What follows belongs to an exercise in optimizing a design on an open flow for small area, a short achievable clock period and few clock cycles per item; a production flow would make more cautious choices. RTL that was checked went through simulation tests only; none was proved equivalent to the original. Power figures rest on the tool's default switching activity, not on a simulated workload.

Setup of main:
==> flow/design.v <==
module cycle_counter (
    input  logic        clk,
    input  logic        load,
    output logic [31:0] cycle_count
);
    always_ff @(posedge clk) begin
        if (load) cycle_count <= 32'd1;
        else      cycle_count <= cycle_count + 32'd1;
    end
endmodule
module filter_config (
    input  logic        clk,         
    input  logic        rst_n,       
    input  logic        cfg_we,      
    input  logic [3:0]  cfg_waddr,   
    input  logic [31:0] cfg_wdata,   
    input  logic [3:0]  cfg_raddr,   
    output logic [31:0] cfg_rdata,   
    output logic [47:0] local_mac,       
    output logic [15:0] ethertype,       
    output logic [7:0]  ip_protocol,     
    output logic [31:0] ip_base,         
    output logic [31:0] ip_mask,         
    output logic [15:0] udp_dst_port     
);
    logic [31:0] mac_lo;     
    logic [15:0] mac_hi;     
    always_ff @(posedge clk or negedge rst_n) begin
        if (!rst_n) begin
            mac_lo         <= 32'hDEADBEEF;   
            mac_hi         <= 16'hCAFE;       
            ethertype      <= 16'h0800;       
            ip_protocol    <= 8'h11;          
            ip_base        <= 32'h0A000100;   
            ip_mask        <= 32'hFFFFFFFC;   
            udp_dst_port   <= 16'd25565;      
        end else if (cfg_we) begin
            case (cfg_waddr)
                4'h0: mac_lo         <= cfg_wdata;            
                4'h1: mac_hi         <= cfg_wdata[15:0];      
                4'h2: ethertype      <= cfg_wdata[15:0];      
                4'h3: ip_protocol    <= cfg_wdata[7:0];       
                4'h4: ip_base        <= cfg_wdata;            
                4'h5: ip_mask        <= cfg_wdata;            
                4'h6: udp_dst_port   <= cfg_wdata[15:0];      
                default: ;                                    
            endcase
        end
    end
    always_comb begin
        case (cfg_raddr)
            4'h0: cfg_rdata = mac_lo;                         
            4'h1: cfg_rdata = {16'h0, mac_hi};               
            4'h2: cfg_rdata = {16'h0, ethertype};            
            4'h3: cfg_rdata = {24'h0, ip_protocol};          
            4'h4: cfg_rdata = ip_base;                       
            4'h5: cfg_rdata = ip_mask;                       
            4'h6: cfg_rdata = {16'h0, udp_dst_port};         
            default: cfg_rdata = 32'hDEADBEEF;               
        endcase
    end
    assign local_mac = {mac_hi, mac_lo};
endmodule
module filter_core(
    input  logic         clk,
    input  logic         rst_n,
    input  logic [255:0] data,
    input  logic         cfg_we,
    input  logic [3:0]   cfg_waddr,
    input  logic [31:0]  cfg_wdata,
    input  logic [3:0]   cfg_raddr,
    output logic [31:0]  cfg_rdata,
    output logic         beat0_ok,
    output logic         beat1_ok
);
    logic [47:0] cfg_local_mac;
    logic [15:0] cfg_ethertype;
    logic [7:0]  cfg_ip_protocol;
    logic [31:0] cfg_ip_base;
    logic [31:0] cfg_ip_mask;
    logic [15:0] cfg_dest_port;
    filter_config my_configuration (
        .clk,
        .rst_n,
        .cfg_we,
        .cfg_waddr,
        .cfg_wdata,
        .cfg_raddr,
        .cfg_rdata,
        .local_mac(cfg_local_mac),
        .ethertype(cfg_ethertype),
        .ip_protocol(cfg_ip_protocol),
        .ip_base(cfg_ip_base),
        .ip_mask(cfg_ip_mask),
        .udp_dst_port(cfg_dest_port)
    );
    assign beat0_ok = (data[47:0]    == cfg_local_mac) &&                     
                      (data[111:96]  == cfg_ethertype) &&                     
                      (data[119:112] == 8'h54) &&                             
                      (data[191:184] == cfg_ip_protocol) &&                   
                      ((data[255:240] & cfg_ip_mask[15:0]) == cfg_ip_base[15:0]);  
    assign beat1_ok = ((data[15:0] & cfg_ip_mask[31:16]) == cfg_ip_base[31:16]) &&  
                      (data[47:32] == cfg_dest_port);                              
endmodule
module header_parser (
    input  logic         clk,
    input  logic         rst_n,
    input  logic  [0:255]  in_data,
    input  logic  [31:0]   in_keep,
    input  logic           in_valid,
    input  logic           in_last,
    output logic  [0:255]  out_data,
    output logic  [0:31]   out_keep,
    output logic           out_valid,
    output logic           out_last,
    output logic           timestamp_valid,
    output logic  [31:0]   timestamp,
    input  logic           out_ready,
    output logic           in_ready,
    input  logic           cfg_we,
    input  logic  [3:0]    cfg_waddr,
    input  logic  [31:0]   cfg_wdata,
    input  logic  [3:0]    cfg_raddr,
    output logic  [31:0]   cfg_rdata
);
    localparam [31:0] HEADER_KEEP = 32'h0000_03FF;    
    typedef enum logic [2:0] {
        IDLE,     
        HDR1,     
        HDR1_OK,  
        HDR1_NG,  
        STREAM,   
        DROP      
    } parse_state;
    parse_state state, state_next;
    logic free, pass, b1;
    logic [255:0] d;
    assign d = in_data;
    logic beat0_ok, beat1_ok;
    filter_core my_filter_core (
        .clk,
        .rst_n,
        .data(d),
        .cfg_we,
        .cfg_waddr,
        .cfg_wdata,
        .cfg_raddr,
        .cfg_rdata,
        .beat0_ok,
        .beat1_ok
    );
    logic in_accept;
    assign in_accept = in_valid && in_ready;
    assign in_ready  = free || (pass && out_ready);
    assign out_valid = in_valid && pass;
    assign out_data  = in_data;
    assign out_keep  = b1 ? (in_keep & ~HEADER_KEEP) : in_keep;
    assign out_last  = in_last;
    always_comb begin
        state_next = state;
        case (state)
            IDLE:    if (in_accept) state_next = in_last ? IDLE : (beat0_ok ? HDR1 : DROP);
            HDR1:    if (in_valid)  state_next = (beat1_ok && !in_last) ? HDR1_OK : HDR1_NG;
            HDR1_OK: if (in_accept) state_next = STREAM;    
            HDR1_NG: if (in_accept) state_next = in_last ? IDLE : DROP;
            default: if (in_accept && in_last) state_next = IDLE;
        endcase
    end
    always_ff @(posedge clk or negedge rst_n) begin
        if (!rst_n) begin
            state           <= IDLE;
            free            <= 1'b1;
            pass            <= 1'b0;
            b1              <= 1'b0;
            timestamp_valid <= 1'b0;
        end else begin
            state           <= state_next;
            free            <= (state_next == IDLE) || (state_next == HDR1_NG) || (state_next == DROP);
            pass            <= (state_next == HDR1_OK) || (state_next == STREAM);
            b1              <= (state_next == HDR1_OK);
            timestamp_valid <= in_accept && in_last && (state == STREAM);
        end
    end
    cycle_counter timestamper (
        .clk,
        .load(in_accept && state == IDLE),
        .cycle_count(timestamp)
    );
endmodule
make LEC_CHECK=0 CAP_MARGIN=20 CORE_MARGIN=2 CORE_UTILIZATION=25 PLACE_DENSITY=0.5 SETUP_SLACK_MARGIN=2.5 SLEW_MARGIN=20 finish   # period 5.0 ns
run.sh (not shown) runs the stock make flow with config.mk's settings and CLKGATE_MAP_FILE= SYNTH_SCRIPT=/design/flow/synth_recipe.tcl, a recipe that flattens the netlist after the stock synthesis.
Testbench counts of main, summed over its fixed seeds: cycles 28,240, packets 2,400.
What the feature branch does differently from main at the input level:
==> flow/design.v, changed modules only <==
module cycle_counter (
    input  logic        clk,
    input  logic        load,
    input  logic        inc,
    output logic [31:0] cycle_count
);
    always_ff @(posedge clk) begin
        if (load)     cycle_count <= 32'd2;
        else if (inc) cycle_count <= cycle_count + 32'd1;
    end
endmodule
module header_parser (
    input  logic         clk,
    input  logic         rst_n,
    input  logic  [0:255]  in_data,
    input  logic  [31:0]   in_keep,
    input  logic           in_valid,
    input  logic           in_last,
    output logic  [0:255]  out_data,
    output logic  [0:31]   out_keep,
    output logic           out_valid,
    output logic           out_last,
    output logic           timestamp_valid,
    output logic  [31:0]   timestamp,
    input  logic           out_ready,
    output logic           in_ready,
    input  logic           cfg_we,
    input  logic  [3:0]    cfg_waddr,
    input  logic  [31:0]   cfg_wdata,
    input  logic  [3:0]    cfg_raddr,
    output logic  [31:0]   cfg_rdata
);
    localparam [31:0] HEADER_KEEP = 32'h0000_03FF;    
    typedef enum logic [1:0] {
        IDLE,     
        HDR1,     
        STREAM,   
        DROP      
    } parse_state;
    parse_state state;
    logic [255:0] d;
    assign d = in_data;
    logic beat0_ok, beat1_ok;
    filter_core my_filter_core (
        .clk,
        .rst_n,
        .data(d),
        .cfg_we,
        .cfg_waddr,
        .cfg_wdata,
        .cfg_raddr,
        .cfg_rdata,
        .beat0_ok,
        .beat1_ok
    );
    logic in_accept;
    assign in_accept = in_valid && in_ready;
    logic b1_chk, b1_pass;
    assign in_ready  = (state == IDLE) || (state == DROP) ||
                       (state == STREAM && out_ready) ||
                       (state == HDR1 && b1_chk && (out_ready || !b1_pass));
    assign out_valid = in_valid && ((state == STREAM) || (state == HDR1 && b1_chk && b1_pass));
    assign out_data  = in_data;
    assign out_keep  = (state == HDR1) ? (in_keep & ~HEADER_KEEP) : in_keep;
    assign out_last  = in_last;
    always_ff @(posedge clk or negedge rst_n) begin
        if (!rst_n) begin
            state           <= IDLE;
            timestamp_valid <= 1'b0;
            b1_chk          <= 1'b0;
        end else begin
            timestamp_valid <= in_accept && in_last && (state == STREAM);
            b1_chk          <= (state == HDR1) && in_valid && !in_accept;
            if (in_accept) begin
                if (in_last)
                    state <= IDLE;
                else case (state)
                    IDLE:    state <= beat0_ok ? HDR1 : DROP;
                    HDR1:    state <= b1_pass ? STREAM : DROP;
                    default: ;
                endcase
            end
        end
    end
    always_ff @(posedge clk) begin
        if (state == HDR1 && in_valid)
            b1_pass <= beat1_ok && !in_last;
    end
    cycle_counter timestamper (
        .clk,
        .load(in_accept && state == IDLE),
        .inc(state != IDLE && !(in_accept && in_last)),
        .cycle_count(timestamp)
    );
endmodule
Findings:
Summary of the comparison: multiplexer area fraction after synthesis is lower in the feature branch, relative to main. In the feature branch the minimum clock period after layout turned out 0.084 ns higher than in main. main → the feature branch: mean cell area of the mapped netlist -about 2%; top achievable clock speed lower; worst clock skew decreased 0.0061 ns. Re leakage power summed over all cells: the feature branch and main aren't equal, and the lower value belongs to main. Row fraction of final layout cells sized beyond drive strength 1: the feature branch higher / main lower. From main to the feature branch the numbers moved as follows: post-synthesis instance area climbed 2.1%, critical path depth climbed 2.
No functional check of the RTL was part of the feature branch.

---

// header_parser: RTL as listed in full above, without the edits since
Settings: LEC_CHECK=0, CAP_MARGIN=20, CORE_MARGIN=2, CORE_UTILIZATION=25, PLACE_DENSITY=0.5, SETUP_SLACK_MARGIN=2.0, SLEW_MARGIN=20; clock period 5.0 ns.
standard.sh (not shown) runs the stock make flow with config.mk's settings and CLKGATE_MAP_FILE= SYNTH_SCRIPT=/design/flow/synth_recipe.tcl, a recipe that flattens the netlist after the stock synthesis.
==> flow/flow/run.sh <==
#!/bin/bash
set -euo pipefail
cp standard.sh standard_sh.txt
export BUFFER_PORTS_ARGS="-buffer_cell sky130_fd_sc_hd__buf_1"
ARGS="IO_CONSTRAINTS=$PWD/flow/io.tcl"
bash standard.sh $ARGS synth > synth.log 2>&1
R=$PWD/orfs/results/$FLOW_PLATFORM/header_parser/base
cp $R/1_2_yosys.v standard_synth.v
python3 flow/rmux.py cut standard_synth.v cut.v > rmux_cut.log 2>&1
LIB=$FLOW_HOME/platforms/$FLOW_PLATFORM/lib/sky130_fd_sc_hd__tt_025C_1v80.lib \
IN=$PWD/cut.v OUT=$PWD/remapped.v TOP=$FLOW_TOP ABC_SCRIPT=$PWD/flow/remap.abc \
  yosys -c flow/remap.tcl > remap.log 2>&1
python3 flow/rmux.py add remapped.v final_synth.v > rmux_add.log 2>&1
cp final_synth.v $R/1_2_yosys.v
rm -f $R/1_synth.odb $R/1_synth.sdc
bash standard.sh $ARGS > standard.log 2>&1
Other scripts of this flow, unchanged in this note and not shown: flow/flow/io.tcl, flow/flow/remap.abc, flow/flow/remap.tcl, flow/flow/rmux.py
Testbench counts at the start, summed over its fixed seeds: cycles 28,240, packets 2,400.
Next try:
--- a/flow/design.v
+++ b/flow/design.v
@@ -48,16 +48,12 @@
         end
     end
-    always_comb begin
-        case (cfg_raddr)
-            4'h0: cfg_rdata = mac_lo;                         
-            4'h1: cfg_rdata = {16'h0, mac_hi};               
-            4'h2: cfg_rdata = {16'h0, ethertype};            
-            4'h3: cfg_rdata = {24'h0, ip_protocol};          
-            4'h4: cfg_rdata = ip_base;                       
-            4'h5: cfg_rdata = ip_mask;                       
-            4'h6: cfg_rdata = {16'h0, udp_dst_port};         
-            default: cfg_rdata = 32'hDEADBEEF;               
-        endcase
-    end
+    logic [31:0] r01, r23, r45, r67, r03, r47;
+    assign r01 = cfg_raddr[0] ? {16'h0, mac_hi} : mac_lo;
+    assign r23 = cfg_raddr[0] ? {24'h0, ip_protocol} : {16'h0, ethertype};
+    assign r45 = cfg_raddr[0] ? ip_mask : ip_base;
+    assign r67 = cfg_raddr[0] ? 32'hDEADBEEF : {16'h0, udp_dst_port};
+    assign r03 = cfg_raddr[1] ? r23 : r01;
+    assign r47 = cfg_raddr[1] ? r67 : r45;
+    assign cfg_rdata = cfg_raddr[3] ? 32'hDEADBEEF : (cfg_raddr[2] ? r47 : r03);
     assign local_mac = {mac_hi, mac_lo};
 endmodule
@@ -125,9 +121,7 @@
 );
     localparam [31:0] HEADER_KEEP = 32'h0000_03FF;    
-    typedef enum logic [2:0] {
+    typedef enum logic [1:0] {
         IDLE,     
         HDR1,     
-        HDR1_OK,  
-        HDR1_NG,  
         STREAM,   
         DROP      
@@ -152,6 +146,6 @@
     logic in_accept;
     assign in_accept = in_valid && in_ready;
-    assign in_ready  = free || (pass && out_ready);
-    assign out_valid = in_valid && pass;
+    assign in_ready  = free || out_ready;
+    assign out_valid = in_valid && (pass || (b1 && beat1_ok && !in_last));
     assign out_data  = in_data;
     assign out_keep  = b1 ? (in_keep & ~HEADER_KEEP) : in_keep;
@@ -161,7 +155,5 @@
         case (state)
             IDLE:    if (in_accept) state_next = in_last ? IDLE : (beat0_ok ? HDR1 : DROP);
-            HDR1:    if (in_valid)  state_next = (beat1_ok && !in_last) ? HDR1_OK : HDR1_NG;
-            HDR1_OK: if (in_accept) state_next = STREAM;    
-            HDR1_NG: if (in_accept) state_next = in_last ? IDLE : DROP;
+            HDR1:    if (in_accept) state_next = in_last ? IDLE : (beat1_ok ? STREAM : DROP);
             default: if (in_accept && in_last) state_next = IDLE;
         endcase
@@ -176,7 +168,7 @@
         end else begin
             state           <= state_next;
-            free            <= (state_next == IDLE) || (state_next == HDR1_NG) || (state_next == DROP);
-            pass            <= (state_next == HDR1_OK) || (state_next == STREAM);
-            b1              <= (state_next == HDR1_OK);
+            free            <= (state_next == IDLE) || (state_next == DROP);
+            pass            <= (state_next == STREAM);
+            b1              <= (state_next == HDR1);
             timestamp_valid <= in_accept && in_last && (state == STREAM);
         end
Effect: The changed run produced a clean layout; combinational power drops by about 6%; worst setup slack gains 0.17 ns; clock-buffer cell count grows by 10; sequential share of layout area went down by 0.63 points; cell count goes up by about 0.4%; via count came out lower by about 2%; flip-flop and latch count came out lower by 1.
No functional check of the RTL was part of the second run of this note.

---

Setup of oak:
// header_parser: RTL as listed in full above, without the edits since
export LEC_CHECK = 0
export CAP_MARGIN = 20
export CORE_MARGIN = 2
export CORE_UTILIZATION = 25
export PLACE_DENSITY = 0.5
export SETUP_SLACK_MARGIN = 2.5
export SLEW_MARGIN = 20
create_clock -name core_clock -period 5.0 [get_ports {clk}]
==> flow/flow/run.sh <==
#!/bin/bash
cp standard.sh standard_sh.txt
export BUFFER_PORTS_ARGS="-buffer_cell sky130_fd_sc_hd__buf_1"
bash standard.sh > standard.log 2>&1
Testbench counts of oak, summed over its fixed seeds: cycles 28,240, packets 2,400.
Modified inputs, pine compared to oak
==> flow/design.v, changed modules only <==
module filter_config (
    input  logic        clk,         
    input  logic        rst_n,       
    input  logic        cfg_we,      
    input  logic [3:0]  cfg_waddr,   
    input  logic [31:0] cfg_wdata,   
    input  logic [3:0]  cfg_raddr,   
    output logic [31:0] cfg_rdata,   
    output logic [47:0] local_mac,       
    output logic [15:0] ethertype,       
    output logic [7:0]  ip_protocol,     
    output logic [31:0] ip_base,         
    output logic [31:0] ip_mask,         
    output logic [15:0] udp_dst_port     
);
    logic [31:0] mac_lo;     
    logic [15:0] mac_hi;     
    always_ff @(posedge clk or negedge rst_n) begin
        if (!rst_n) begin
            mac_lo         <= 32'hDEADBEEF;   
            mac_hi         <= 16'hCAFE;       
            ethertype      <= 16'h0800;       
            ip_protocol    <= 8'h11;          
            ip_base        <= 32'h0A000100;   
            ip_mask        <= 32'hFFFFFFFC;   
            udp_dst_port   <= 16'd25565;      
        end else if (cfg_we) begin
            case (cfg_waddr)
                4'h0: mac_lo         <= cfg_wdata;            
                4'h1: mac_hi         <= cfg_wdata[15:0];      
                4'h2: ethertype      <= cfg_wdata[15:0];      
                4'h3: ip_protocol    <= cfg_wdata[7:0];       
                4'h4: ip_base        <= cfg_wdata;            
                4'h5: ip_mask        <= cfg_wdata;            
                4'h6: udp_dst_port   <= cfg_wdata[15:0];      
                default: ;                                    
            endcase
        end
    end
    logic [31:0] r01, r23, r45, r67, r03, r47;
    assign r01 = cfg_raddr[0] ? {16'h0, mac_hi} : mac_lo;
    assign r23 = cfg_raddr[0] ? {24'h0, ip_protocol} : {16'h0, ethertype};
    assign r45 = cfg_raddr[0] ? ip_mask : ip_base;
    assign r67 = cfg_raddr[0] ? 32'hDEADBEEF : {16'h0, udp_dst_port};
    assign r03 = cfg_raddr[1] ? r23 : r01;
    assign r47 = cfg_raddr[1] ? r67 : r45;
    assign cfg_rdata = cfg_raddr[3] ? 32'hDEADBEEF : (cfg_raddr[2] ? r47 : r03);
    assign local_mac = {mac_hi, mac_lo};
endmodule
## What came out
Looking at number of standard cells in the layout, taps in and fillers out, pine sits about 4.6% higher than oak does. pine vs oak: count of multi-input combinational gates up by a little under 10%. On power of the combinational group: between oak and pine, it ends up higher for pine. Worst-path cell with the longest stage delay = sky130_fd_sc_hd__a222oi_1: oak; worst-path cell with the longest stage delay = sky130_fd_sc_hd__mux4_2: pine. Looking at mean instance size in the synthesized netlist across oak and pine, the one that comes out lower is pine. From oak to pine the numbers moved as follows: met1 global-route usage now smaller; fraction of the mapped netlist area in adder cells comparable; global-route track usage on met3 now larger; final cell utilization of the core now smaller. Going from oak to pine, worst setup slack after layout now larger, proportion of cell area occupied by registers now smaller, sum of internal, switching and leakage power now larger. Die area (pine vs. oak) increases by a few percent.
Testbench counts of pine, summed over its fixed seeds: cycles 28,240, packets 2,400.

separate check: timing with driven ports:
No port has a modelled driver above. Below, the same layouts with a new extraction and two added sets of constraints. Step 1 assumes that a clkbuf_16 drives the clock port and a buf_2 every other input. Step 2 times the ports against the registers' clock, not the clock port: input delays grow and output delays shrink by t, the midpoint of the rising clock arrivals with the driver on. a / b / c = no drivers / after step 1 / after step 2; a / b = the first two.
| run | t (ns) | setup WS [ns] | worst setup path at the end | cell pins on the clock port's net |
|---|---|---|---|---|
| main | 0.506 | 1.662 / 1.604 / 1.604 | input to output | 1 |
| the feature branch | 0.508 | 1.578 / 1.497 / 1.497 | input to output | 1 |
| the first run of note 2 | 0.476 | 1.296 / 1.238 / 1.238 | input to output | 1 |
| the second run of note 2 | 0.469 | 1.468 / 1.330 / 1.330 | input to output | 1 |
| oak | 0.504 | 1.605 / 1.527 / 1.527 | input to output | 1 |
| pine | 0.516 | 1.647 / 1.591 / 1.591 | input to output | 1 |
After both steps every run listed still meets setup and hold. For the second run of note 2, which loses most, drivers alone change the setup slack by -0.138 ns; drivers and shift together by -0.138 ns.
